What follows belongs to an exercise in optimizing a design on an open flow for small area; a production flow would make more cautious choices. Function was checked by simulation only, so behaviour that the tests miss may differ from the original. Power and IR drop assume default switching activity.

## config.mk

```make
export PLATFORM = sky130hd
export DESIGN_NAME = temp_monitor
export DESIGN_NICKNAME = temp_monitor
export VERILOG_FILES = /design/flow/design.v
export SDC_FILE = /design/flow/constraint.sdc
export NUM_CORES = 4
export LEC_CHECK = 0
export ABC_AREA = 1
export CAP_MARGIN = 20
export CORE_MARGIN = 2
export CORE_UTILIZATION = 80
export CTS_BUF_LIST = sky130_fd_sc_hd__clkbuf_8
export CTS_CLUSTER_SIZE = 15
export SLEW_MARGIN = 20
```

## constraint.sdc

```tcl
create_clock -name core_clock -period 10.0 [get_ports {CLK100MHZ}]
set_input_delay 2.0000 -clock core_clock [delete_from_list [all_inputs] [get_ports {CLK100MHZ}]]
set_output_delay 2.0000 -clock core_clock [all_outputs]
set_load 0.01 [all_outputs]
```

## design.v

```verilog
`timescale 1ns / 1ps
module temp_monitor(
    input         CLK100MHZ,         
    input         reset,             
    input         enable,            
    input  [12:0] manualSwitch,
    input         TMP_SDA_in,        
    output        TMP_SDA_out,       
    output        TMP_SDA_oe,        
    output        TMP_SCL,           
    output [6:0]  CA,                
    output [7:0]  AN,                
    output        dp,
    output        R,G,B,
    output [15:0] LED                
    );
    localparam [4:0] DASH  = 5'd16;
    localparam [4:0] BLANK = 5'd31;
    reg  [14:0] lfsr;
    wire        lz    = (lfsr[13:0] == 14'd0);
    wire        lzero = lz & ~lfsr[14];
    always @(posedge CLK100MHZ or posedge reset)
        if (reset) lfsr <= 15'd0;
        else       lfsr <= {lfsr[13:0], lfsr[14] ^ lfsr[13] ^ lz};
    reg  [2:0] npdig;                        
    wire [2:0] pdig = ~npdig;
    wire [2:0] dig = pdig + {2'b00, lzero};   
    reg        started;
    always @(posedge CLK100MHZ or posedge reset)
        if (reset) begin
            npdig   <= 3'd0;
            started <= 1'b0;
        end else begin
            npdig   <= ~dig;
            started <= 1'b1;
        end
    localparam [8:0] PRE_FIRST = 9'd401;
    localparam [8:0] PRE_LAST  = 9'd456;
    reg  [8:0] prex;                         
    wire [8:0] pre  = prex ^ PRE_FIRST;
    wire       tick = (pre == PRE_LAST);
    always @(posedge CLK100MHZ or posedge reset)
        if (reset) prex <= 9'd0;
        else       prex <= {pre[7:0], ~(pre[8] ^ pre[4] ^ tick)} ^ PRE_FIRST;
    reg [2:0] sub;
    reg [6:0] ph;
    wire sub_end = (sub == 3'd4);
    always @(posedge CLK100MHZ or posedge reset)
        if (reset) begin
            sub <= 3'd0;
            ph  <= 7'd0;
        end else if (tick) begin
            sub <= sub_end ? 3'd0 : sub + 3'd1;
            if (sub_end)
                ph <= (ph == 7'd111) ? 7'd0 : ph + 7'd1;
        end
    assign TMP_SCL = ph[1];
    wire nack = (ph >= 7'd106);
    assign TMP_SDA_oe = (ph < 7'd34) | (ph >= 7'd70 && ph < 7'd74) | nack;
    reg obit;
    always @(*) begin
        if (ph[6])
            obit = ph[5];
        else if (ph == 7'd0)
            obit = 1'b1;
        else if (ph < 7'd3)
            obit = 1'b0;
        else if (ph < 7'd7)
            obit = 1'b1;
        else if (ph < 7'd15)
            obit = 1'b0;
        else if (ph < 7'd19)
            obit = 1'b1;
        else if (ph < 7'd23)
            obit = 1'b0;
        else
            obit = 1'b1;
    end
    assign TMP_SDA_out = obit;
    wire step_end = tick & sub_end;
    wire sample   = step_end & (ph[1:0] == 2'b01) & (ph >= 7'd41) & (ph <= 7'd89) & (ph != 7'd73);
    wire sample_l = step_end & (ph == 7'd93);
    reg [12:0] ring;
    always @(posedge CLK100MHZ)
        ring <= {ring[11:2], sample_l ? TMP_SDA_in : ring[1], ring[0], sample ? TMP_SDA_in : ring[12]};
    reg [12:0] T;
    reg        valid;
    wire       load = tick & (sub == 3'd0) & (ph == 7'd106);
    always @(posedge CLK100MHZ)
        if (load) T <= {ring[1], ring[11], ring[8], ring[5], ring[2], ring[12], ring[9],
                        ring[6], ring[0], ring[10], ring[7], ring[4], ring[3]};
    always @(posedge CLK100MHZ or posedge reset)
        if (reset)     valid <= 1'b0;
        else if (load) valid <= 1'b1;
    wire [12:0] V = ({13{enable & valid}} & T) | ({13{~enable}} & manualSwitch);
    assign LED = {V, 3'b000};
    reg  [6:0] rcx;   
    wire [6:0] rc = rcx ^ 7'd100;    
    reg        rgb;
    always @(posedge CLK100MHZ or posedge reset)
        if (reset) rcx <= 7'd0;
        else       rcx <= ((rc == 7'd0) ? 7'd100 : rc - 7'd1) ^ 7'd100;
    wire [7:0] TI = T[11:4];
    wire gt30  = (TI > 8'd30);
    wire hold  = ~valid | (~T[12] & ((TI == 8'd0) | (TI == 8'd30)));
    wire level = T[12] ? (rc > 7'd75) : gt30 ? (rc != 7'd0) : (rc > 7'd50);
    always @(posedge CLK100MHZ or posedge reset)
        if (reset)      rgb <= 1'b0;
        else if (!hold) rgb <= level;
    assign R = rgb;
    assign G = rgb;
    assign B = rgb;
    wire [4:0] code;
    tm_digit_code u_code(.enable(enable), .V(V), .dig(dig), .code(code));
    reg [4:0] ncode;
    always @(posedge CLK100MHZ or posedge reset)
        if (reset) ncode <= 5'd0;
        else       ncode <= ~code;
    wire [4:0] rcode = ~ncode;
    reg [6:0] seg;
    always @(*) begin
        case (rcode)
            5'd0 : seg = 7'b1000000;
            5'd1 : seg = 7'b1111001;
            5'd2 : seg = 7'b0100100;
            5'd3 : seg = 7'b0110000;
            5'd4 : seg = 7'b0011001;
            5'd5 : seg = 7'b0010010;
            5'd6 : seg = 7'b0000010;
            5'd7 : seg = 7'b1111000;
            5'd8 : seg = 7'b0000000;
            5'd9 : seg = 7'b0011000;
            5'd10: seg = 7'b0001000;
            5'd11: seg = 7'b0000011;
            5'd12: seg = 7'b1000110;
            5'd13: seg = 7'b0100001;
            5'd14: seg = 7'b0000110;
            5'd15: seg = 7'b0001110;
            5'd16: seg = 7'b0111111;
            default: seg = 7'b1111111;
        endcase
    end
    assign CA = seg;
    assign AN[0] = ~(pdig == 3'd0);
    assign AN[1] = ~(pdig == 3'd1);
    assign AN[2] = ~(pdig == 3'd2);
    assign AN[3] = ~(pdig == 3'd3);
    assign AN[4] = ~(pdig == 3'd4);
    assign AN[5] = ~(pdig == 3'd5);
    assign AN[6] = ~(started & pdig[2] & pdig[1]);
    assign AN[7] = 1'b1;
    assign dp    = ~(pdig == 3'd4);
endmodule
module tm_digit_code(
    input             enable,
    input      [12:0] V,
    input      [2:0]  dig,
    output reg [4:0]  code
    );
    localparam [4:0] DASH  = 5'd16;
    localparam [4:0] BLANK = 5'd31;
    wire        s   = V[12];
    wire [11:0] below;
    assign below[0] = 1'b0;
    genvar gi;
    generate for (gi = 1; gi < 12; gi = gi + 1) begin : g_neg
        assign below[gi] = below[gi-1] | V[gi-1];
    end endgenerate
    wire [11:0] mag = V[11:0] ^ ({12{s}} & below);
    wire [7:0]  I   = mag[11:4];
    wire [3:0]  F   = mag[3:0];
    wire [4:0] q;
    wire [2:0] r0, r1, r2, r3, r4;
    assign q[4] = I[7] & (I[6] | I[5]);
    assign r0 = {I[7] & ~I[6] & ~I[5], I[6] & (~I[7] | I[5]), (~I[7] & I[5]) | (I[7] & I[6] & ~I[5])};
    m5 s1(r0, I[4], q[3], r1);
    m5 s2(r1, I[3], q[2], r2);
    m5 s3(r2, I[2], q[1], r3);
    m5 s4(r3, I[1], q[0], r4);
    wire [3:0] r = {r4, I[0]};
    wire        ge100 = (q >= 5'd10);
    wire        ge10  = (q != 5'd0);
    wire [1:0]  hun   = {q >= 5'd20, ge100 & (q < 5'd20)};
    wire [3:0]  ten   = q - ((q >= 5'd20) ? 5'd20 : ge100 ? 5'd10 : 5'd0);
    reg [3:0] f1, f2, f3;
    always @(*) begin
        case (F[1:0])
            2'd0: f1 = 4'd0;
            2'd1: f1 = 4'd2;
            2'd2: f1 = 4'd5;
            default: f1 = 4'd7;
        endcase
        case (F[2:0])
            3'd0: f2 = 4'd0;
            3'd1: f2 = 4'd6;
            3'd2: f2 = 4'd2;
            3'd3: f2 = 4'd8;
            3'd4: f2 = 4'd5;
            3'd5: f2 = 4'd1;
            3'd6: f2 = 4'd7;
            default: f2 = 4'd3;
        endcase
        case (F)
            4'd0, 4'd1:   f3 = 4'd0;
            4'd2, 4'd3:   f3 = 4'd1;
            4'd4:         f3 = 4'd2;
            4'd5, 4'd6:   f3 = 4'd3;
            4'd7:         f3 = 4'd4;
            4'd8, 4'd9:   f3 = 4'd5;
            4'd10, 4'd11: f3 = 4'd6;
            4'd12:        f3 = 4'd7;
            4'd13, 4'd14: f3 = 4'd8;
            default:      f3 = 4'd9;
        endcase
    end
    always @(*) begin
        case (dig)
            3'd0: code = F[0] ? 5'd5 : 5'd0;
            3'd1: code = {1'b0, f1};
            3'd2: code = {1'b0, f2};
            3'd3: code = {1'b0, f3};
            3'd4: code = {1'b0, r};
            3'd5: code = enable ? q : ge10 ? {1'b0, ten} : (s ? DASH : BLANK);
            3'd6: code = enable ? (s ? DASH : BLANK) :
                         ge100 ? {3'b000, hun} : ((ge10 & s) ? DASH : BLANK);
            default: code = (~enable & s & ge100) ? DASH : BLANK;
        endcase
    end
endmodule
module m5(input [2:0] r, input b, output q, output [2:0] ro);
    assign q     = r[2] | (r[1] & (r[0] | b));
    assign ro[2] = (r[1] & ~r[0] & ~b) | (r[2] & b);
    assign ro[1] = (~r[1] & r[0]) | (r[1] & r[0] & b) | (r[2] & ~b);
    assign ro[0] = (~r[2] & ~r[1] & b) | (r[1] & r[0] & ~b) | (r[2] & ~b);
endmodule
```

## flow/run.sh

```bash
#!/bin/bash
# Own layout flow: the standard synthesis, then its combinational logic is
# re-mapped with a stronger ABC script (registers untouched), then the standard
# ORFS layout with the smallest buffer on the ports.
set -euo pipefail
W=$(pwd)
PLAT=$FLOW_HOME/platforms/$FLOW_PLATFORM
LIB=$PLAT/lib/sky130_fd_sc_hd__tt_025C_1v80.lib
RES=$W/orfs/results/$FLOW_PLATFORM/temp_monitor/base

# 1. standard synthesis (reference registers and names)
bash standard.sh synth > $W/log_1_standard_synth.txt 2>&1
cp $RES/1_2_yosys.v $W/std_1_2_yosys.v

# 2. re-map the combinational logic: four ABC runs with different seeds,
#    keep the smallest
python3 flow/cellmap.py $LIB > $W/cellmap.v
for S in 1 2 3 4; do
  sed "s/@SEED@/$S/" flow/resyn.abc > $W/resyn_$S.abc
  cat > $W/resyn_$S.ys <<EOS
read_verilog $W/cellmap.v
read_liberty -lib -ignore_redef $LIB
read_verilog $W/std_1_2_yosys.v
hierarchy -top $FLOW_TOP
flatten
opt -purge
techmap
opt -fast -purge
read_liberty -lib -overwrite $LIB
abc -script $W/resyn_$S.abc -liberty $LIB -dont_use *probe* -dont_use *lpflow*
splitnets
opt_clean -purge
hilomap -singleton -hicell sky130_fd_sc_hd__conb_1 HI -locell sky130_fd_sc_hd__conb_1 LO
insbuf -buf sky130_fd_sc_hd__buf_1 A X
check -assert -mapped
tee -o $W/resyn_stat_$S.txt stat -liberty $LIB
write_verilog -noattr -nohex -nodec $W/resyn_$S.v
EOS
  yosys -s $W/resyn_$S.ys > $W/log_2_resyn_$S.txt 2>&1 &
done
wait
BEST=$(for S in 1 2 3 4; do
  if [[ -s $W/resyn_$S.v ]]; then
    echo "$(awk '/Chip area/ {print $NF}' $W/resyn_stat_$S.txt) $S"
  fi
done | sort -g | head -1 | awk '{print $2}')
echo "best resynthesis: seed $BEST" > $W/log_2_resyn_best.txt
cat $W/resyn_stat_*.txt >> $W/log_2_resyn_best.txt
cp $W/resyn_$BEST.v $RES/1_2_yosys.v
rm -f $RES/1_synth.odb $RES/1_synth.sdc

# 3. standard layout from the re-mapped netlist
export BUFFER_PORTS_ARGS="-buffer_cell sky130_fd_sc_hd__buf_1"
export CTS_ARGS="-sink_clustering_enable -repair_clock_nets -sink_clustering_size 20 -buf_list sky130_fd_sc_hd__clkbuf_8 -dont_use_dummy_load"
bash standard.sh > $W/log_3_layout.txt 2>&1
```

## flow/cellmap.py

```python
#!/usr/bin/env python3
"""Write Verilog models (assign statements) of the combinational sky130hd cells."""
import re, sys
lib = sys.argv[1]
cells = {}
cell = None; pin = None; depth = 0; seq = set(); tri = set(); dirs = {}
for line in open(lib):
    m = re.match(r'\s*cell\s*\(\s*"?(\w+)"?\s*\)', line)
    if m:
        cell = m.group(1); cells[cell] = {}; dirs[cell] = {}; continue
    if cell is None: continue
    if re.match(r'\s*(ff|latch|statetable)\s*\(', line): seq.add(cell)
    if 'three_state' in line: tri.add(cell)
    m = re.match(r'\s*pin\s*\(\s*"?(\w+)"?\s*\)', line)
    if m: pin = m.group(1); continue
    m = re.match(r'\s*direction\s*:\s*"?(\w+)"?', line)
    if m and pin: dirs[cell][pin] = m.group(1)
    m = re.match(r'\s*function\s*:\s*"([^"]*)"', line)
    if m and pin: cells[cell][pin] = m.group(1)
out = []
for c, fs in cells.items():
    if c in seq or c in tri or not fs: continue
    ins = [p for p, d in dirs[c].items() if d == 'input']
    outs = [p for p in fs if dirs[c].get(p) == 'output']
    if not outs: continue
    out.append('module %s(%s);' % (c, ', '.join(ins + outs)))
    for p in ins: out.append('  input %s;' % p)
    for p in outs:
        out.append('  output %s;' % p)
        out.append('  assign %s = %s;' % (p, fs[p].replace('!', '~')))
    out.append('endmodule')
print('\n'.join(out))
```

## flow/resyn.abc

```
&get -n
&deepsyn -T 60 -S @SEED@
&put
dch -f
amap -F 50 -A 50
topo
upsize -D 6000
dnsize -D 6000
```

## standard.sh

```bash
#!/bin/bash
# synth_recipe.tcl (not shown) runs the flow's synth.tcl, then flattens the netlist and writes it again
# the make line also repeats each setting of config.mk as NAME=value (left out here)
make -C /OpenROAD-flow-scripts/flow DESIGN_CONFIG=/design/flow/config.mk WORK_HOME=/design/flow/orfs CLKGATE_MAP_FILE= SYNTH_SCRIPT=/design/flow/synth_recipe.tcl "${@:-finish}"
```

==> impl_metrics.env, run 1 <==
export IMPL_syn_instance_count=454
export IMPL_initial_cell_density_of_the_core_pct=82.2
export IMPL_clock_tree_from_tritoncts="built"
export IMPL_finalSetupViolCount=0
export IMPL_route_antenna_remaining_nets=0
export IMPL_antenna_found_initial=0
export IMPL_cts_root_buffer_cell="clkbuf_8"
export IMPL_grt_pass1_wl_microns=14700
export IMPL_critical_path_arrival_ns=9.39
export IMPL_met2_wirelength_microns=4630
export IMPL_die_width_microns=73.2
export IMPL_die_area_sq_um=5360
export IMPL_layout_area_overhead_vs_synth_pct=7.58
export IMPL_ff2ff_setup_slack_ns=2.15
export IMPL_slowest_cell_delay_on_critical_path_ns=0.40
export IMPL_clk_transition_reported_paths_ns=0.09
export IMPL_route_detailed_drc=0
export IMPL_finalHoldWorstSlack_ns=0.346
export IMPL_cp_slowest_cell="clkinv_1"
export IMPL_final_setup_tns_ns=0
export IMPL_critPathRequiredTime_ns=10.22
export IMPL_yosysWarnings=2
export IMPL_timing_final_hold_violations=0
export IMPL_detail_route_wirelength_met1_microns=3570
export IMPL_vdd_ir_drop_max_uv=98.3
export IMPL_numPortBuffers=50
export IMPL_post_dp_cell_area_sq_um=3990
export IMPL_globalRoute_totalOverflow=0
export IMPL_crit_path_end_kind="flop"
export IMPL_final_min_period_over_clock_period_pct=91.7
export IMPL_drt_initial_drc_count=451
export IMPL_cts_max_path_buffers=2
export IMPL_hold_path_end="ring[9]"
export IMPL_grt_start_max_net_pins=53
export IMPL_status="timing/DRC/antenna clean"
export IMPL_cts_hold_repair_buffers=0
export IMPL_num_rows=25
export IMPL_pnr_total_power_uw=574
export IMPL_hold_path_class="reg -> reg"
export IMPL_num_io_pins=55
export IMPL_maxClockFrequency_mhz=109
export IMPL_hold_start="ring[8]"
export IMPL_start_of_the_worst_register_to_register_path="valid"
export IMPL_crit_path_start_kind="input port"
export IMPL_crit_path_category="in -> reg"
export IMPL_regToRegEndpoint="ncode[2]"
export IMPL_clock_latency_ns=0.36
export IMPL_via_per_inst=6.60
export IMPL_nets=504
export IMPL_finalClockSkew_ns=0.0295
export IMPL_tightestPinTransition_ns=0.858
export IMPL_final_cell_mix="nor2_1 (81), clkinv_1 (56), dfrtp_1 (52), buf_1 (49), a21oi_1 (30)"
export IMPL_cts_htree_levels=3
export IMPL_fin_area_sq_um=4120
export IMPL_insertedDiodeCount=0
export IMPL_all_layer_global_routing_usage_pct=36.9
export IMPL_max_slew_margin_rel_pct=42.7
export IMPL_routabilityCongestion=0.996
export IMPL_synth_area_sq_um=3830
export IMPL_drv_slew=0
export IMPL_highest_layer="met4"
export IMPL_route_met3_wl_microns=719
export IMPL_detailedRoute_firstPassIterationCount=8
export IMPL_drv_max_cap_violation_count=0
export IMPL_cellPowerDensity_nw_per_um2=139
export IMPL_hold_depth=0
export IMPL_final_util_pct=88.4
export IMPL_worstPathMaxFanout=18
export IMPL_routed_via_count=3557
export IMPL_reg2reg_depth=45
export IMPL_most_common_cell_after_layout_fill_and_taps_aside="nor2_1"
export IMPL_sequential_cell_area_sq_um=1950
export IMPL_post_drt_wl_per_cell_microns=17.2
export IMPL_fp_dieH_microns=73.2
export IMPL_design_core_area_sq_um=4660
export IMPL_clock_sink_count=78
export IMPL_multiInputGateArea_sq_um=1560
export IMPL_hpwlAfterDp_microns=6690
export IMPL_post_synth_cell_area_avg_sq_um=8.44
export IMPL_cp_common_cell="nor2_1"
export IMPL_power_static_leakage_uw=0.00151
export IMPL_drt_total_wl_microns=9270
export IMPL_timing_final_crit_period_ns=9.17
export IMPL_setup_repair_after_global_routing_missed_its_margin="false"
export IMPL_first_global_vias=3203
export IMPL_cts_inserted_buffers=9
export IMPL_share_of_post_route_cells_with_drive_strength_above_1_pct=2.89
export IMPL_n_fill_cell=242
-- report_power, final --
group	internal [uW]	leakage, uW	switching (uW)
combinational	22.4	0.000612	49.7
sequential	322	0.000836	0.573
clock	80.4	0.0000647	99.0
-- how the worst max path moves through the flow --
stage	slack, ns	from	cells after the start	end
detailed placement	0.24	enable	46	ncode[2]
floorplan	1.86	enable	45	ncode[3]
finish	0.83	enable	46	ncode[2]
CTS	0.56	enable	46	ncode[2]
global route	0.01	enable	46	ncode[2]
global placement	0.73	enable	46	ncode[3]
-- flip-flops by register name, indices dropped and copies added (netlist names), 3 cells and up --
name / cells
sub: 3
ring: 13
npdig: 3
prex: 9
ncode: 5
ph: 7
rcx: 7
lfsr: 15
T: 13
-- final cells by class --
cell class,instances,area share (%)
clock buffer,9,3.01
timing repair buffer,52,4.95
multi-input combinational,289,37.8
inverter,57,5.22
tap,54,1.64
sequential,78,47.4
-- critical path: cells and delay by family --
family                 cells  cell delay (ns)
and+or+nand+nor           27             3.19
buffers and inverters      6             1.17
AOI/OAI and AO/OA         13             2.97
-- what timing repair did --
item	in CTS	in global routing
endpoints found under the setup margin	0	4
gates resized for setup	0	2
setup buffers	0	0
-- routing by layer --
layer | up-vias | track usage [%]
met5 | - | 0
met1 | 1645 | 44.9
met4 | 0 | 19.3
met2 | 221 | 60.5
met3 | 48 | 9.39
li1 | 1643 | -
-- metrics by stage --
step	worst slack [ns]	instances
finish	0.829	539
global route	0.0123	539
CTS	0.557	539
detailed placement	0.236	530
global placement	0.728	530
floorplan	1.86	457
==> run 2: changes to the inputs <==
--- a/flow/run.sh
+++ b/flow/run.sh
@@ -12,10 +12,10 @@
 bash standard.sh synth > $W/log_1_standard_synth.txt 2>&1
 cp $RES/1_2_yosys.v $W/std_1_2_yosys.v
 
-# 2. re-map the combinational logic: four ABC runs with different seeds,
+# 2. re-map the combinational logic: eight ABC runs with different seeds,
 #    keep the smallest
 python3 flow/cellmap.py $LIB > $W/cellmap.v
-for S in 1 2 3 4; do
+for S in 1 2 3 4 5 6 7 8; do
   sed "s/@SEED@/$S/" flow/resyn.abc > $W/resyn_$S.abc
   cat > $W/resyn_$S.ys <<EOS
 read_verilog $W/cellmap.v
@@ -37,9 +37,10 @@
 write_verilog -noattr -nohex -nodec $W/resyn_$S.v
 EOS
   yosys -s $W/resyn_$S.ys > $W/log_2_resyn_$S.txt 2>&1 &
+  if [[ $S == 4 ]]; then wait; fi
 done
 wait
-BEST=$(for S in 1 2 3 4; do
+BEST=$(for S in 1 2 3 4 5 6 7 8; do
   if [[ -s $W/resyn_$S.v ]]; then
     echo "$(awk '/Chip area/ {print $NF}' $W/resyn_stat_$S.txt) $S"
   fi
--- a/config.mk
+++ b/config.mk
@@ -8,7 +8,7 @@
 export ABC_AREA = 1
 export CAP_MARGIN = 20
 export CORE_MARGIN = 2
-export CORE_UTILIZATION = 80
+export CORE_UTILIZATION = 70
 export CTS_BUF_LIST = sky130_fd_sc_hd__clkbuf_8
 export CTS_CLUSTER_SIZE = 15
 export SLEW_MARGIN = 20
==> run 2 against run 1 <==
Clock skew up 0.014 ns. Clock-buffer cell count did not move. Routed wire length decreased by 2.3%. Fmax is 1.8% higher. First-iteration DRC count is 47% lower. Final area is 1.0% higher. Critical path depth is the same. Register-to-register slack improved by 0.14 ns. Total power rose by 0.32%. Flip-flop and latch count unchanged. Worst setup slack gained 0.16 ns. Synthesized area unchanged.
==> impl_metrics.env, run 2 <==
export IMPL_status="timing/DRC/antenna clean"
export IMPL_post_synth_cell_area_avg_sq_um=8.44
export IMPL_drt_initial_drc_count=237
export IMPL_clock_sink_count=78
export IMPL_drt_total_wl_microns=9050
export IMPL_cp_slowest_cell="a211oi_1"
export IMPL_power_static_leakage_uw=0.00152
export IMPL_hpwlAfterDp_microns=6690
export IMPL_largest_reg_flops=15
export IMPL_clockPowerShare_pct=31.2
export IMPL_cp_common_cell="nor2_1"
export IMPL_grt_pass1_wl_microns=14800
export IMPL_finalClockSkew_ns=0.0432
export IMPL_routed_via_count=3477
export IMPL_route_antenna_remaining_nets=0
export IMPL_layout_area_overhead_vs_synth_pct=8.66
export IMPL_all_layer_global_routing_usage_pct=31.1
export IMPL_critical_path_arrival_ns=9.22
export IMPL_pwr_share_comb_pct=12.9
export IMPL_crit_path_start_kind="input port"
export IMPL_max_flop_register="lfsr"
export IMPL_final_cell_mix="nor2_1 (81), clkinv_1 (55), dfrtp_1 (52), buf_1 (50), a21oi_1 (30)"
export IMPL_critPathRequiredTime_ns=10.21
export IMPL_crit_path_category="in -> reg"
export IMPL_die_area_sq_um=6080
export IMPL_clk_transition_reported_paths_ns=0.10
export IMPL_reg_largest_list="lfsr: 15 flops, T: 13 flops, ring: 13 flops"
export IMPL_insertedDiodeCount=0
export IMPL_clock_latency_ns=0.37
export IMPL_post_drt_wl_per_cell_microns=16.3
export IMPL_finalSetupViolCount=0
export IMPL_worst_slack_ns=0.989
export IMPL_yosysWarnings=2
export IMPL_critical_path_top_delay_family="simple AND/OR/NAND/NOR gates"
export IMPL_final_min_period_over_clock_period_pct=90.1
export IMPL_cts_hold_repair_buffers=0
export IMPL_fin_area_sq_um=4160
export IMPL_share_of_post_route_cells_with_drive_strength_above_1_pct=3.50
export IMPL_die_width_microns=78.0
export IMPL_vdd_ir_drop_max_uv=141
export IMPL_routabilityCongestion=0.926
export IMPL_first_global_vias=3291
export IMPL_dp_slack_ns=0.558
export IMPL_syn_instance_count=454
export IMPL_worstPathBufferInverterCount=6
export IMPL_numPortBuffers=50
export IMPL_worstPathMaxFanout=7
export IMPL_setup_repair_after_global_routing_missed_its_margin="false"
export IMPL_synth_area_sq_um=3830
export IMPL_slowest_cell_delay_on_critical_path_ns=0.47
export IMPL_antenna_found_initial=0
export IMPL_detailedRoute_firstPassIterationCount=5
export IMPL_drv_max_cap_violation_count=0
export IMPL_cellPowerDensity_nw_per_um2=138
export IMPL_grt_start_max_net_pins=53
export IMPL_cts_inserted_buffers=9
export IMPL_tightestPinTransition_ns=0.873
export IMPL_globalRoute_totalOverflow=0
export IMPL_post_dp_cell_area_sq_um=4020
export IMPL_cts_root_buffer_cell="clkbuf_8"
export IMPL_met2_wirelength_microns=4540
export IMPL_hold_path_class="reg -> reg"
export IMPL_drv_slew=0
export IMPL_route_met3_wl_microns=562
export IMPL_most_common_cell_after_layout_fill_and_taps_aside="nor2_1"
export IMPL_postCtsSetupBuffers=0
export IMPL_power_switching_fraction_pct=26.2
export IMPL_detail_route_wirelength_met1_microns=3750
export IMPL_cts_max_path_buffers=2
export IMPL_highest_layer="met4"
export IMPL_num_rows=26
export IMPL_switching_power_uw=151
export IMPL_fp_dieH_microns=78.0
export IMPL_max_slew_margin_rel_pct=41.7
export IMPL_clock_tree_from_tritoncts="built"
export IMPL_via_per_inst=6.25
export IMPL_maxClockFrequency_mhz=111
export IMPL_internal_power_uw=425
export IMPL_nets=505
export IMPL_timing_final_hold_violations=0
export IMPL_final_setup_tns_ns=0
export IMPL_power_share_sequential_pct=56.0
export IMPL_crit_path_end_kind="flop"
export IMPL_route_detailed_drc=0
export IMPL_cts_htree_levels=3
export IMPL_initial_cell_density_of_the_core_pct=73.6
export IMPL_design_core_area_sq_um=5200
export IMPL_timing_final_crit_period_ns=9.01
export IMPL_num_io_pins=55
run 2: final cells by class:
class,instances,area [sq um]
Inverter,57,215
Multi-Input combinational cell,289,1570
Timing Repair Buffer,53,210
Sequential cell,78,1950
Tap cell,70,87.6
Fill cell,347,1040
Clock buffer,9,124
run 2: worst paths after layout:
| path | startpoint | endpoint | slack [ns] | cells after the start |
|---|---|---|---|---|
| setup / recovery | enable | ncode[0] | 0.99 | 46 |
| hold / removal | ring[4] | ring[5] | 0.33 | 0 |
| setup reg to reg | valid | ncode[0] | 2.29 | 45 |
| min in group asynchronous | reset | ph[5] | 1.78 | 2 |
| hold reg to reg | ring[4] | ring[5] | 0.33 | 0 |
| max in group asynchronous | reset | ncode[3] | 7.67 | 2 |
run 2: stage by stage:
step | total power (uW) | util (%) | std cells | hold slack (ns)
final | 576 | 80.0 | 556 | 0.332
after global routing | 597 | 80.0 | 556 | 0.333
after CTS | 575 | 79.6 | 556 | 0.330
after detailed placement | 400 | 77.3 | 547 | 0.345
after global placement | 397 | 77.3 | 547 | 0.329
after floorplan | 384 | - | 457 | 0.327
run 2: repair_timing:
item                                    in CTS  in global routing
resized for setup                            0                  4
endpoints found under the setup margin       0                  4
endpoints found under the hold margin        0                  0
run 2: power groups by stage:
stage          registers (uW)  clock network, uW  logic [uW]
3_3_place_gp              328                  0        68.7
4_1_cts                   322                181        71.8
6_report                  322                179        74.0
5_1_grt                   322                192        82.5
2_1_floorplan             328                  0        55.2
3_5_place_dp              329                  0        71.2
run 2: layer usage:
metal / vias up / global-route usage (%)
met5: - / 0
met4: 0 / 12.6
met3: 30 / 7.91
met2: 171 / 51.4
met1: 1622 / 39.4
li1: 1654 / -
==> run 3: changes to the inputs <==
--- a/design.v
+++ b/design.v
@@ -22,26 +22,24 @@
     always @(posedge CLK100MHZ or posedge reset)
         if (reset) lfsr <= 15'd0;
         else       lfsr <= {lfsr[13:0], lfsr[14] ^ lfsr[13] ^ lz};
-    reg  [2:0] npdig;                        
-    wire [2:0] pdig = ~npdig;
+    reg  [2:0] pdig;                         
     wire [2:0] dig = pdig + {2'b00, lzero};   
     reg        started;
     always @(posedge CLK100MHZ or posedge reset)
         if (reset) begin
-            npdig   <= 3'd0;
+            pdig    <= 3'd7;
             started <= 1'b0;
         end else begin
-            npdig   <= ~dig;
+            pdig    <= dig;
             started <= 1'b1;
         end
     localparam [8:0] PRE_FIRST = 9'd401;
     localparam [8:0] PRE_LAST  = 9'd456;
-    reg  [8:0] prex;                         
-    wire [8:0] pre  = prex ^ PRE_FIRST;
+    reg  [8:0] pre;
     wire       tick = (pre == PRE_LAST);
     always @(posedge CLK100MHZ or posedge reset)
-        if (reset) prex <= 9'd0;
-        else       prex <= {pre[7:0], ~(pre[8] ^ pre[4] ^ tick)} ^ PRE_FIRST;
+        if (reset) pre <= PRE_FIRST;
+        else       pre <= {pre[7:0], ~(pre[8] ^ pre[4] ^ tick)};
     reg [2:0] sub;
     reg [6:0] ph;
     wire sub_end = (sub == 3'd4);
@@ -77,33 +75,29 @@
             obit = 1'b1;
     end
     assign TMP_SDA_out = obit;
-    wire step_end = tick & sub_end;
-    wire sample   = step_end & (ph[1:0] == 2'b01) & (ph >= 7'd41) & (ph <= 7'd89) & (ph != 7'd73);
-    wire sample_l = step_end & (ph == 7'd93);
-    reg [12:0] ring;
+    wire sample = tick & sub_end & (ph[1:0] == 2'b01) & (ph >= 7'd41) & (ph <= 7'd93) & (ph != 7'd73);
+    reg [12:0] shreg;
     always @(posedge CLK100MHZ)
-        ring <= {ring[11:2], sample_l ? TMP_SDA_in : ring[1], ring[0], sample ? TMP_SDA_in : ring[12]};
+        if (sample) shreg <= {shreg[11:0], TMP_SDA_in};
     reg [12:0] T;
     reg        valid;
-    wire       load = tick & (sub == 3'd0) & (ph == 7'd106);
+    wire       load = tick & nack;
     always @(posedge CLK100MHZ)
-        if (load) T <= {ring[1], ring[11], ring[8], ring[5], ring[2], ring[12], ring[9],
-                        ring[6], ring[0], ring[10], ring[7], ring[4], ring[3]};
+        if (load) T <= shreg;
     always @(posedge CLK100MHZ or posedge reset)
         if (reset)     valid <= 1'b0;
         else if (load) valid <= 1'b1;
     wire [12:0] V = ({13{enable & valid}} & T) | ({13{~enable}} & manualSwitch);
     assign LED = {V, 3'b000};
-    reg  [6:0] rcx;   
-    wire [6:0] rc = rcx ^ 7'd100;    
-    reg        rgb;
-    always @(posedge CLK100MHZ or posedge reset)
-        if (reset) rcx <= 7'd0;
-        else       rcx <= ((rc == 7'd0) ? 7'd100 : rc - 7'd1) ^ 7'd100;
+    reg [6:0] rc;
+    reg       rgb;
+    always @(posedge CLK100MHZ or posedge reset)
+        if (reset) rc <= 7'd0;
+        else       rc <= (rc == 7'd100) ? 7'd0 : rc + 7'd1;
     wire [7:0] TI = T[11:4];
     wire gt30  = (TI > 8'd30);
     wire hold  = ~valid | (~T[12] & ((TI == 8'd0) | (TI == 8'd30)));
-    wire level = T[12] ? (rc > 7'd75) : gt30 ? (rc != 7'd0) : (rc > 7'd50);
+    wire level = T[12] ? (rc < 7'd25) : gt30 ? (rc != 7'd100) : (rc < 7'd50);
     always @(posedge CLK100MHZ or posedge reset)
         if (reset)      rgb <= 1'b0;
         else if (!hold) rgb <= level;
==> run.sh (new file) <==
#!/bin/bash
# synth_recipe.tcl (not shown) runs the flow's synth.tcl, then flattens the netlist and writes it again
# the make line also repeats each setting of config.mk as NAME=value (left out here)
make -C /OpenROAD-flow-scripts/flow DESIGN_CONFIG=/design/flow/config.mk WORK_HOME=/design/flow/orfs CLKGATE_MAP_FILE= SYNTH_SCRIPT=/design/flow/synth_recipe.tcl finish
==> config.mk (replaced) <==
export PLATFORM = sky130hd
export DESIGN_NAME = temp_monitor
export DESIGN_NICKNAME = temp_monitor
export VERILOG_FILES = /design/flow/design.v
export SDC_FILE = /design/flow/constraint.sdc
export NUM_CORES = 4
export LEC_CHECK = 0
export CAP_MARGIN = 20
export CORE_MARGIN = 2
export CORE_UTILIZATION = 40
export SLEW_MARGIN = 20
removed: flow/run.sh
removed: flow/cellmap.py
removed: flow/resyn.abc
removed: standard.sh
==> run 3 against run 2 <==
Synthesized cell count increased by 23%. Clock-buffer cell count increased by 3. Non-clock buffer count decreased by 1. Utilization decreased by 32 points. Flip-flop and latch count unchanged. Sequential power increased by 3%. Worst hold slack improved by 0.038 ns. Total power increased by 50%. Clock skew decreased by 0.035 ns. Critical path depth decreased by 30.
==> impl_metrics.env, run 3 <==
export IMPL_grt_pass1_wl_microns=20900
export IMPL_tightestPinTransition_ns=0.995
export IMPL_routabilityCongestion=0.892
export IMPL_clock_tree_from_tritoncts="built"
export IMPL_max_flop_register="lfsr"
export IMPL_post_drt_wl_per_cell_microns=16.2
export IMPL_post_cts_resized_instances=0
export IMPL_slowest_cell_delay_on_critical_path_ns=0.89
export IMPL_cts_root_buffer_cell="clkbuf_16"
export IMPL_drv_max_cap_violation_count=0
export IMPL_worstPathBufferInverterCount=3
export IMPL_largest_reg_flops=15
export IMPL_crit_path_start_kind="input port"
export IMPL_most_common_cell_after_layout_fill_and_taps_aside="nor2_1"
export IMPL_synth_yosys_seq_area_share_pct=39.7
export IMPL_detailedRoute_firstPassIterationCount=5
export IMPL_critical_path_top_delay_family="compound AO/OA/AOI/OAI gates"
export IMPL_cts_hold_repair_buffers=0
export IMPL_critical_path_arrival_ns=7.48
export IMPL_drt_total_wl_microns=12500
export IMPL_vdd_ir_drop_max_uv=85.9
export IMPL_synth_top_area_share_pct=21.4
export IMPL_max_slew_margin_rel_pct=33.4
export IMPL_cts_max_path_buffers=2
export IMPL_cts_inserted_buffers=9
export IMPL_drv_slew=0
export IMPL_die_width_microns=119
export IMPL_fp_dieH_microns=119
export IMPL_globalRoute_totalOverflow=0
export IMPL_routed_via_count=4413
export IMPL_insertedDiodeCount=0
export IMPL_share_of_post_route_cells_with_drive_strength_above_1_pct=8.83
export IMPL_worstPathCellList="clkdlybuf4s50_1 > inv_1 > a22oi_1 > inv_1 > mux2i_1 > a31oi_1 > o311ai_1 > o32ai_4 > a2bb2oi_1 > o31ai_1 > nand2_1 > ha_1 > fa_1 > mux2i_1 > a21o_1 > o41ai_1"
export IMPL_synth_edf_count=26
export IMPL_crit_path_category="in -> reg"
export IMPL_post_synth_cell_area_avg_sq_um=9.39
export IMPL_design_core_area_sq_um=12700
export IMPL_cellPowerDensity_nw_per_um2=141
export IMPL_all_layer_global_routing_usage_pct=18.2
export IMPL_clock_sink_count=78
export IMPL_grt_start_max_net_pins=53
export IMPL_cp_slowest_cell="clkdlybuf4s50_1"
export IMPL_critPathRequiredTime_ns=10.22
export IMPL_finalHoldWorstSlack_ns=0.369
export IMPL_final_min_period_over_clock_period_pct=72.6
export IMPL_timing_final_crit_period_ns=7.26
export IMPL_reg_largest_list="lfsr: 15 flops, T: 13 flops, shreg: 13 flops"
export IMPL_start_of_the_worst_register_to_register_path="T[12]"
export IMPL_finalSetupViolCount=0
export IMPL_setup_repair_after_global_routing_missed_its_margin="false"
export IMPL_maxClockFrequency_mhz=138
export IMPL_yosys_cell_count_top_type="nor2_1"
export IMPL_die_area_sq_um=14100
export IMPL_crit_path_end_kind="flop"
export IMPL_worstPathMaxFanout=20
export IMPL_clk_transition_reported_paths_ns=0.06
export IMPL_postCtsSetupBuffers=0
export IMPL_postSynth_topFlopCell="dfrtp_1"
export IMPL_num_rows=41
export IMPL_synth_cell_type_count=85
export IMPL_numPortBuffers=50
export IMPL_final_cell_mix="nor2_1 (51), clkdlybuf4s50_1 (50), dfrtp_1 (45), nand2_1 (40), o21ai_0 (38)"
export IMPL_num_io_pins=55
export IMPL_power_static_leakage_uw=0.00240
export IMPL_route_antenna_remaining_nets=0
export IMPL_hold_start="pre[7]"
export IMPL_layout_area_overhead_vs_synth_pct=16.5
export IMPL_initial_cell_density_of_the_core_pct=41.3
export IMPL_number_of_synthesized_register_bits=78
export IMPL_yosysWarnings=2
export IMPL_startpoint="enable"
export IMPL_status="timing/DRC/antenna clean"
export IMPL_synth_area_sq_um=5260
export IMPL_antenna_found_initial=0
export IMPL_clock_latency_ns=0.33
export IMPL_synth_largest_area_cell="dfrtp_1"
export IMPL_timing_final_hold_violations=0
export IMPL_first_global_vias=4231
export IMPL_syn_instance_count=560
export IMPL_final_setup_tns_ns=0
export IMPL_finalClockSkew_ns=0.00784
export IMPL_final_util_pct=48.2
export IMPL_nets=633
export IMPL_cts_htree_levels=3
export IMPL_drt_initial_drc_count=360
export IMPL_hold_path_class="reg -> reg"
export IMPL_top_post_synthesis_cells_by_count="nor2_1 (52), dfrtp_1 (45), nand2_1 (40)"
export IMPL_hpwlAfterDp_microns=9580
export IMPL_netlist_top_cells_area="dfrtp_1 (21%), edfxtp_1 (15%), ha_1 (4.8%)"
export IMPL_route_detailed_drc=0
export IMPL_synth_async_sr_flop_share_pct=66.7
export IMPL_via_per_inst=5.72
-- run 3: changes by cell type in the layout (fill, tap and decap cells not counted), sizes merged, moves of 12 or more --
cell           previous run  this run
nor2                     81        53
dfxtp                    13         0
clkinv                   56         3
o21ai                    26        38
xnor2                     0        24
clkdlybuf4s50             0        50
ha                        0        20
edfxtp                   13        26
buf                      53         2
inv                       1        29
nand2                    25        40
-- run 3: path summary, 6_finish.rpt --
path	end	slack, ns	depth (start not counted)
setup / recovery	ncode[2]	2.74	16
hold / removal	pre[8]	0.37	0
setup reg to reg	ncode[2]	4.93	15
hold reg to reg	pre[8]	0.37	0
max in group asynchronous	lfsr[2]	7.36	2
min in group asynchronous	ph[0]	2.14	2
-- run 3: kinds of logic after synthesis --
group,share of synthesized area [%]
buffers and inverters,5.45
AO/OA/AOI/OAI,23.3
adder cells (fa/ha/maj),5.14
flip-flops,39.7
XOR/XNOR,5.45
other,0.143
multiplexers,1.76
AND/OR/NAND/NOR,19.0
-- run 3: power breakdown --
part | internal (uW) | leakage [uW] | switching, uW | total, uW
Combinational | 88.5 | 0.00138 | 122 | 211
Clock | 202 | 0.000148 | 120 | 321
Sequential | 330 | 0.000870 | 2.67 | 333
Total | 620 | 0.00240 | 245 | 865
-- run 3: worst reg2reg max path, delay by kind of cell (launching register included) --
kind | cells | cell delay [ns]
xor gates and xnor gates | 1 | 0.29
muxes | 1 | 0.07
AOI/OAI and AO/OA | 7 | 2.06
and+or+nand+nor | 4 | 1.36
DFF | 1 | 0.48
adders and majority gates | 2 | 0.72
-- run 3: through the flow --
step	total power, uW	instances	worst slack (ns)	cell area, sq um
after detailed placement	546	756	2.50	5820
after global routing	907	772	2.22	6130
after CTS	873	772	2.82	6120
final	865	772	2.74	6130
after floorplan	495	563	3.90	5270
after global placement	545	756	2.62	5820
-- run 3: area by class of cell --
class | instances | area (sq um)
clock inverter | 4 | 53.8
clock buffer | 12 | 246
tap | 172 | 215
sequential | 78 | 2090
multi-input combinational | 425 | 2900
timing repair buffer | 52 | 515
fill | 1239 | 6590
inverter | 29 | 110
-- run 3: routing by layer --
layer | up-vias | GRT usage (%) | wire length (microns)
li1 | 2166 | - | -
met1 | 2070 | 24.2 | 5650
met2 | 148 | 28.6 | 5760
met3 | 29 | 3.67 | 746
met4 | 0 | 7.96 | 331
met5 | - | 0 | 0
==> run 4: changes to the inputs <==
--- a/config.mk
+++ b/config.mk
@@ -7,5 +7,5 @@
 export LEC_CHECK = 0
 export CAP_MARGIN = 20
 export CORE_MARGIN = 2
-export CORE_UTILIZATION = 40
+export CORE_UTILIZATION = 70
 export SLEW_MARGIN = 20
==> run 4 against run 3 <==
Clock skew increased by 0.0014 ns. Total power shrank 12%. Critical path depth unchanged. Synthesized area unchanged. Combinational power about the same. Cell count fell by 9.6%. Global-route usage is 16 points higher. Worst setup slack got worse by 0.12 ns. Fmax shrank 1.7%. Largest cell class unchanged. Largest power group unchanged.
==> impl_metrics.env, run 4 <==
export IMPL_route_detailed_drc=0
export IMPL_cts_inserted_buffers=9
export IMPL_routabilityCongestion=1.00
export IMPL_timing_final_hold_violations=0
export IMPL_setup_repair_after_global_routing_missed_its_margin="false"
export IMPL_post_cts_resized_instances=0
export IMPL_num_io_pins=55
export IMPL_post_drt_wl_per_cell_microns=20.1
export IMPL_most_common_cell_after_layout_fill_and_taps_aside="nor2_1"
export IMPL_detailedRoute_firstPassIterationCount=6
export IMPL_grt_start_max_net_pins=53
export IMPL_postSynth_topFlopCell="dfrtp_1"
export IMPL_die_area_sq_um=8220
export IMPL_critPathRequiredTime_ns=10.22
export IMPL_cts_htree_levels=3
export IMPL_fp_dieH_microns=90.7
export IMPL_num_rows=31
export IMPL_vdd_ir_drop_max_uv=138
export IMPL_status="timing/DRC/antenna clean"
export IMPL_sequential_cell_area_sq_um=2090
export IMPL_drv_max_cap_violation_count=0
export IMPL_share_of_post_route_cells_with_drive_strength_above_1_pct=8.85
export IMPL_grt_pass1_wl_microns=22700
export IMPL_antenna_found_initial=0
export IMPL_power_static_leakage_uw=0.00234
export IMPL_tightestPinTransition_ns=1.03
export IMPL_synth_cell_type_count=85
export IMPL_synth_async_sr_flop_share_pct=66.7
export IMPL_syn_instance_count=560
export IMPL_hpwlAfterDp_microns=9870
export IMPL_clock_latency_ns=0.35
export IMPL_clock_tree_from_tritoncts="built"
export IMPL_cts_hold_repair_buffers=0
export IMPL_postCtsSetupBuffers=0
export IMPL_timing_final_crit_period_ns=7.38
export IMPL_synth_yosys_seq_area_share_pct=39.7
export IMPL_synth_top_area_share_pct=21.4
export IMPL_max_flop_register="lfsr"
export IMPL_n_fill_cell=440
export IMPL_synth_area_sq_um=5260
export IMPL_numPortBuffers=50
export IMPL_maxClockFrequency_mhz=135
export IMPL_drv_slew=0
export IMPL_final_setup_tns_ns=0
export IMPL_via_per_inst=6.87
export IMPL_largest_reg_flops=15
export IMPL_cts_root_buffer_cell="clkbuf_8"
export IMPL_crit_path_category="in -> reg"
export IMPL_drt_initial_drc_count=452
export IMPL_synth_edf_count=26
export IMPL_clk_transition_reported_paths_ns=0.08
export IMPL_all_layer_global_routing_usage_pct=34.4
export IMPL_post_synth_cell_area_avg_sq_um=9.39
export IMPL_routed_via_count=4796
export IMPL_drt_total_wl_microns=14000
export IMPL_clock_sink_count=78
export IMPL_yosysWarnings=2
export IMPL_power_share_sequential_pct=43.9
export IMPL_top_post_synthesis_cells_by_count="nor2_1 (52), dfrtp_1 (45), nand2_1 (40)"
export IMPL_netlist_top_cells_area="dfrtp_1 (21%), edfxtp_1 (15%), ha_1 (4.8%)"
export IMPL_finalSetupViolCount=0
export IMPL_route_antenna_remaining_nets=0
export IMPL_first_global_vias=4393
export IMPL_synth_largest_area_cell="dfrtp_1"
export IMPL_design_core_area_sq_um=7250
export IMPL_clockPowerShare_pct=28.2
export IMPL_max_slew_margin_rel_pct=31.3
export IMPL_yosys_cell_count_top_type="nor2_1"
export IMPL_final_min_period_over_clock_period_pct=73.8
export IMPL_number_of_synthesized_register_bits=78
export IMPL_globalRoute_totalOverflow=0
export IMPL_critical_path_arrival_ns=7.60
export IMPL_initial_cell_density_of_the_core_pct=72.5
export IMPL_crit_path_end_kind="flop"
export IMPL_pwr_share_comb_pct=28.0
export IMPL_final_cell_mix="nor2_1 (51), clkdlybuf4s50_1 (50), dfrtp_1 (45), nand2_1 (40), o21ai_0 (38)"
export IMPL_hold_path_class="reg -> reg"
export IMPL_crit_path_start_kind="input port"
export IMPL_finalClockSkew_ns=0.00925
export IMPL_cts_max_path_buffers=2
export IMPL_nets=632
export IMPL_worstPathMaxFanout=20
export IMPL_multiInputGateArea_sq_um=2900
export IMPL_finalHoldWorstSlack_ns=0.372
export IMPL_reg_largest_list="lfsr: 15 flops, T: 13 flops, shreg: 13 flops"
export IMPL_layout_area_overhead_vs_synth_pct=12.2
export IMPL_power_switching_fraction_pct=32.1
export IMPL_switching_power_uw=243
export IMPL_insertedDiodeCount=0
export IMPL_cellPowerDensity_nw_per_um2=128
export IMPL_die_width_microns=90.7
export IMPL_internal_power_uw=514
==> run 4: metrics by stage <==
| step | setup WS [ns] | std cells | utilization [%] | area, sq um | total power, uW |
|---|---|---|---|---|---|
| floorplan | 3.90 | 563 | - | 5270 | 495 |
| global placement | 2.70 | 682 | 78.9 | 5730 | 539 |
| detailed placement | 2.54 | 682 | 78.9 | 5730 | 543 |
| CTS | 2.82 | 698 | 81.3 | 5900 | 754 |
| global route | 2.42 | 698 | 81.4 | 5900 | 788 |
| finish | 2.62 | 698 | 81.4 | 5900 | 757 |
==> run 4: cell type report <==
class	count	share of cell area [%]
clock inverters	5	0.551
flip-flops and latches	78	35.4
repair buffers	51	8.61
inverters	29	1.87
multi-input cells	425	49.1
well taps	99	2.10
clock buffers	11	2.40
==> run 4: final timing paths <==
| kind | from | to | slack, ns | cells past startpoint |
|---|---|---|---|---|
| worst min-delay path | pre[7] | pre[8] | 0.37 | 0 |
| min in group asynchronous | reset | ph[6] | 2.17 | 2 |
| worst max register to register | T[12] | ncode[2] | 4.75 | 15 |
| worst max-delay path | enable | ncode[2] | 2.62 | 16 |
| max in group asynchronous | reset | lfsr[4] | 7.32 | 2 |
| worst min register to register | pre[7] | pre[8] | 0.37 | 0 |
==> run 4: routing by layer <==
metal	up-vias	routed length (microns)	GRT usage [%]	part of all wire (%)
met3	47	1120	5.43	8.0
li1	2152	-	-	-
met5	-	0	0	0
met4	0	399	11.8	2.8
met2	312	7170	58.6	51
met1	2285	5350	44.8	38
==> run 4: worst max-delay path: stages <==
cell and delay (ns):
clkdlybuf4s50_1 0.92, inv_1 0.39, a22oi_1 0.61, inv_1 0.28, mux2i_1 0.18, a31oi_1 0.45
o311ai_1 0.24, o32ai_4 0.45, a2bb2oi_1 0.19, o31ai_1 0.47, nand2_1 0.14, ha_1 0.22
fa_1 0.48, mux2i_1 0.07, a21o_1 0.20, o41ai_1 0.30
==> run 4: power by group through the flow <==
stage	Clock (uW)	Combinational, uW	Sequential [uW]
floorplan	0	157	337
global placement	0	200	338
detailed placement	0	205	339
CTS	215	207	332
global route	229	227	332
finish	213	212	332
==> run 4: logic make-up after synthesis <==
| group | synth area share [%] |
|---|---|
| and+or+nand+nor | 19.0 |
| muxes | 1.76 |
| xor gates and xnor gates | 5.45 |
| adders and majority gates | 5.14 |
| AOI/OAI and AO/OA | 23.3 |
| DFF | 39.7 |
| buffers and inverters | 5.45 |
| other | 0.143 |
==> run 5: changes to the inputs <==
--- a/config.mk
+++ b/config.mk
@@ -5,7 +5,11 @@
 export SDC_FILE = /design/flow/constraint.sdc
 export NUM_CORES = 4
 export LEC_CHECK = 0
+export ABC_AREA = 1
 export CAP_MARGIN = 20
 export CORE_MARGIN = 2
-export CORE_UTILIZATION = 70
+export CORE_UTILIZATION = 85
+export CTS_BUF_LIST = sky130_fd_sc_hd__clkbuf_2
+export CTS_CLUSTER_SIZE = 20
+export PLACE_DENSITY_LB_ADDON = 0.05
 export SLEW_MARGIN = 20
==> run 5 against run 4 <==
The run now fails in 3_1_place_gp_skip_io. Synthesized cell count rose by 7.0%. Synthesized area decreased by 6.3%.
==> impl_metrics.env, run 5 <==
export IMPL_status="aborted with a tool error"
export IMPL_stop_stage="3_1_place_gp_skip_io"
export IMPL_run_stop_error="[ERROR FLW-0024] Place density exceeds 1.0 (current PLACE_DENSITY_LB_ADDON =  0.05). Please check if the value of  PLACE_DENSITY_LB_ADDON is between 0 and 0.99."
export IMPL_die_width_microns=80.2
export IMPL_synth_cell_type_count=51
export IMPL_yosys_cell_count_top_type="nand2_1"
export IMPL_synth_edf_count=26
export IMPL_post_synth_cell_area_avg_sq_um=8.23
export IMPL_synth_area_sq_um=4930
export IMPL_num_rows=27
export IMPL_synth_top_area_share_pct=22.8
export IMPL_fp_dieH_microns=80.2
export IMPL_postSynth_topFlopCell="dfrtp_1"
export IMPL_syn_instance_count=599
export IMPL_synth_async_sr_flop_share_pct=66.7
export IMPL_yosysWarnings=2
export IMPL_initial_cell_density_of_the_core_pct=89.0
export IMPL_netlist_top_cells_area="dfrtp_1 (23%), edfxtp_1 (16%), nand2_1 (8.6%)"
export IMPL_synth_yosys_seq_area_share_pct=42.4
export IMPL_number_of_synthesized_register_bits=78
export IMPL_synth_largest_area_cell="dfrtp_1"
export IMPL_top_post_synthesis_cells_by_count="nand2_1 (113), inv_1 (77), nor2_1 (50)"
[run 5: logic make-up after synthesis]
group,share of synthesized area (%)
AND/OR/NAND/NOR,30.1
buffers and inverters,8.32
AO/OA/AOI/OAI,11.4
flip-flops,42.4
adder cells (fa/ha/maj),5.48
XOR/XNOR,2.13
other,0.152
==> run 6: changes to the inputs <==
--- a/config.mk
+++ b/config.mk
@@ -8,8 +8,8 @@
 export ABC_AREA = 1
 export CAP_MARGIN = 20
 export CORE_MARGIN = 2
-export CORE_UTILIZATION = 85
-export CTS_BUF_LIST = sky130_fd_sc_hd__clkbuf_2
-export CTS_CLUSTER_SIZE = 20
-export PLACE_DENSITY_LB_ADDON = 0.05
+export CORE_UTILIZATION = 78
+export CTS_BUF_LIST = sky130_fd_sc_hd__clkbuf_8
+export CTS_CLUSTER_SIZE = 15
+export PLACE_DENSITY = 0.9
 export SLEW_MARGIN = 20
==> run 6 against run 5 <==
The run now finishes clean. Synthesized area is the same. Synthesized cell count unchanged.
==> impl_metrics.env, run 6 <==
export IMPL_sequential_cell_area_sq_um=2090
export IMPL_vdd_ir_drop_max_uv=166
export IMPL_synth_largest_area_cell="dfrtp_1"
export IMPL_synth_async_sr_flop_share_pct=66.7
export IMPL_netlist_top_cells_area="dfrtp_1 (23%), edfxtp_1 (16%), nand2_1 (8.6%)"
export IMPL_synth_yosys_seq_area_share_pct=42.4
export IMPL_detail_route_wirelength_met1_microns=5570
export IMPL_first_global_vias=5459
export IMPL_startpoint="enable"
export IMPL_cellPowerDensity_nw_per_um2=143
export IMPL_initial_cell_density_of_the_core_pct=81.8
export IMPL_routabilityCongestion=0.970
export IMPL_clock_tree_from_tritoncts="built"
export IMPL_share_of_post_route_cells_with_drive_strength_above_1_pct=14.2
export IMPL_antenna_found_initial=0
export IMPL_slowest_cell_delay_on_critical_path_ns=0.98
export IMPL_most_common_cell_after_layout_fill_and_taps_aside="nand2_1"
export IMPL_clk_transition_reported_paths_ns=0.09
export IMPL_layout_area_overhead_vs_synth_pct=15.0
export IMPL_filler_free_cell_count_of_the_finished_design=730
export IMPL_final_min_period_over_clock_period_pct=72.0
export IMPL_finalClockSkew_ns=0.0146
export IMPL_insertedDiodeCount=0
export IMPL_cts_inserted_buffers=9
export IMPL_start_of_the_worst_register_to_register_path="valid"
export IMPL_critPathRequiredTime_ns=10.25
export IMPL_reg2reg_depth=30
export IMPL_hpwlAfterDp_microns=9910
export IMPL_postSynth_topFlopCell="dfrtp_1"
export IMPL_reg_largest_list="lfsr: 15 flops, T: 13 flops, shreg: 13 flops"
export IMPL_final_setup_tns_ns=0
export IMPL_cts_root_buffer_cell="clkbuf_8"
export IMPL_yosys_cell_count_top_type="nand2_1"
export IMPL_design_core_area_sq_um=6030
export IMPL_numPortBuffers=50
export IMPL_status="timing/DRC/antenna clean"
export IMPL_max_slew_margin_rel_pct=32.4
export IMPL_highest_layer="met4"
export IMPL_timing_final_hold_violations=0
export IMPL_synth_edf_count=26
export IMPL_yosysWarnings=2
export IMPL_route_detailed_drc=0
export IMPL_cts_hold_repair_buffers=0
export IMPL_worstPathMaxFanout=16
export IMPL_max_flop_register="lfsr"
export IMPL_die_width_microns=83.5
export IMPL_syn_instance_count=599
export IMPL_via_per_inst=7.74
export IMPL_grt_pass1_wl_microns=28300
export IMPL_hold_path_class="reg -> reg"
export IMPL_fp_dieH_microns=83.5
export IMPL_dpl_cell_count=714
export IMPL_final_cell_mix="nand2_1 (113), inv_1 (76), clkdlybuf4s50_1 (50), nor2_1 (49), nand3_1 (46)"
export IMPL_globalRoute_totalOverflow=0
export IMPL_fin_area_sq_um=5670
export IMPL_worstSetupEndpoint="ncode[3]"
export IMPL_post_drt_wl_per_cell_microns=25.8
export IMPL_nets=688
export IMPL_num_io_pins=55
export IMPL_number_of_synthesized_register_bits=78
export IMPL_grt_start_max_net_pins=53
export IMPL_power_static_leakage_uw=0.00258
export IMPL_n_fill_cell=175
export IMPL_drt_initial_drc_count=1333
export IMPL_synth_top_area_share_pct=22.8
export IMPL_drt_total_wl_microns=18800
export IMPL_finalSetupViolCount=0
export IMPL_cts_htree_levels=3
export IMPL_synth_cell_type_count=51
export IMPL_ff2ff_setup_slack_ns=5.27
export IMPL_crit_path_end_kind="flop"
export IMPL_post_synth_cell_area_avg_sq_um=8.23
export IMPL_maxClockFrequency_mhz=139
export IMPL_cp_common_cell="nand2_2"
export IMPL_top_post_synthesis_cells_by_count="nand2_1 (113), inv_1 (77), nor2_1 (50)"
export IMPL_finalHoldWorstSlack_ns=0.392
export IMPL_multiInputGateArea_sq_um=2440
export IMPL_crit_path_start_kind="input port"
export IMPL_route_antenna_remaining_nets=0
export IMPL_all_layer_global_routing_usage_pct=52.3
export IMPL_cp_slowest_cell="clkdlybuf4s50_1"
export IMPL_synth_area_sq_um=4930
export IMPL_post_dp_cell_area_sq_um=5440
export IMPL_timing_final_crit_period_ns=7.20
export IMPL_regToRegEndpoint="ncode[3]"
export IMPL_clock_latency_ns=0.37
export IMPL_drv_max_cap_violation_count=0
export IMPL_post_cts_resized_instances=0
export IMPL_cts_max_path_buffers=2
export IMPL_num_rows=28
export IMPL_tightestPinTransition_ns=1.01
export IMPL_route_met3_wl_microns=2880
export IMPL_clock_sink_count=78
export IMPL_postCtsSetupBuffers=0
export IMPL_die_area_sq_um=6970
export IMPL_detailedRoute_firstPassIterationCount=15
export IMPL_routed_via_count=5652
export IMPL_crit_path_category="in -> reg"
export IMPL_met2_wirelength_microns=7880
export IMPL_largest_reg_flops=15
export IMPL_critical_path_arrival_ns=7.46
export IMPL_drv_slew=0
export IMPL_setup_repair_after_global_routing_missed_its_margin="false"
[run 6: stage by stage]
stage	power, uW	util, %	setup slack, ns
floorplan	464	-	4.83
global placement	498	90.3	3.57
detailed placement	506	90.3	3.31
CTS	784	94.0	3.29
global route	828	94.1	2.70
finish	812	94.1	2.80
[run 6: metal layers]
| layer | vias up | global-route usage [%] |
|---|---|---|
| met3 | 310 | 19.2 |
| met5 | - | 3.79 |
| met2 | 787 | 80.8 |
| met4 | 0 | 43.3 |
| li1 | 2090 | - |
| met1 | 2465 | 57.0 |
[run 6: worst min path at each step]
stage | start | depth (start not counted) | endpoint | slack [ns]
6_report | lfsr[6] | 0 | lfsr[7] | 0.39
5_1_grt | lfsr[6] | 0 | lfsr[7] | 0.39
4_1_cts | lfsr[11] | 0 | lfsr[12] | 0.38
3_5_place_dp | lfsr[1] | 0 | lfsr[2] | 0.36
3_3_place_gp | pre[1] | 0 | pre[2] | 0.36
2_1_floorplan | pre[1] | 0 | pre[2] | 0.35
[run 6: final cells by class]
class	instances	share of cell area [%]
Sequential cell	78	36.9
Tap cell	75	1.65
Multi-Input combinational cell	427	43.1
Clock inverter	7	1.81
Inverter	84	5.58
Timing Repair Buffer	50	8.83
Clock buffer	9	2.18
[run 6: power breakdown]
| part | switching [uW] | internal [uW] |
|---|---|---|
| clock | 141 | 145 |
| combinational | 131 | 62.8 |
| sequential | 2.17 | 329 |
| total | 275 | 537 |
[run 6: logic make-up (layout without fill, tap and decap cells)]
family	after synthesis	count (layout)	share of synthesized area [%]
flops	78	78	42.4
other cells	2	5	0.152
buf+inv	97	150	8.32
fa+ha+maj	21	21	5.48
compound gates	90	90	11.4
xor+xnor	9	9	2.13
simple gates	302	302	30.1
[run 6: worst max-delay path: cells and delay by family]
family,cells,cell delay (ns)
XOR/XNOR,1,0.36
buffers and inverters,7,1.75
AO/OA/AOI/OAI,1,0.20
AND/OR/NAND/NOR,21,2.54
adder cells (fa/ha/maj),2,0.60

[static timing again, ports no longer ideal]
No port has a modelled driver above. Below, the same layouts with a new extraction and two added sets of constraints. Step 1, drivers: a clkbuf_16 drives CLK100MHZ and a buf_2 each remaining input, both assumed. Step 2 also shifts input and output timing later by t, the mid clock arrival at the registers, as if the neighbouring blocks saw the same clock. a / b / c = ideal / step 1 / step 2; a / b = the first two.
run	t (ns)	slack for setup (ns)	worst setup path after step 2	slew at the worst register clock pin (ns)
run 1	0.373	0.829 / 0.838 / 0.464	input to register	0.09 / 0.09
run 2	0.373	0.989 / 0.995 / 0.622	input to register	0.10 / 0.10
run 3	0.361	2.742 / 2.719 / 2.358	input to register	0.06 / 0.06
run 4	0.382	2.618 / 2.623 / 2.241	input to register	0.08 / 0.08
run 6	0.399	2.799 / 2.794 / 2.394	input to register	0.10 / 0.10
After both steps every run listed still meets setup and hold. For run 6, which loses most, drivers alone change the setup slack by -0.005 ns; drivers and shift together by -0.405 ns.
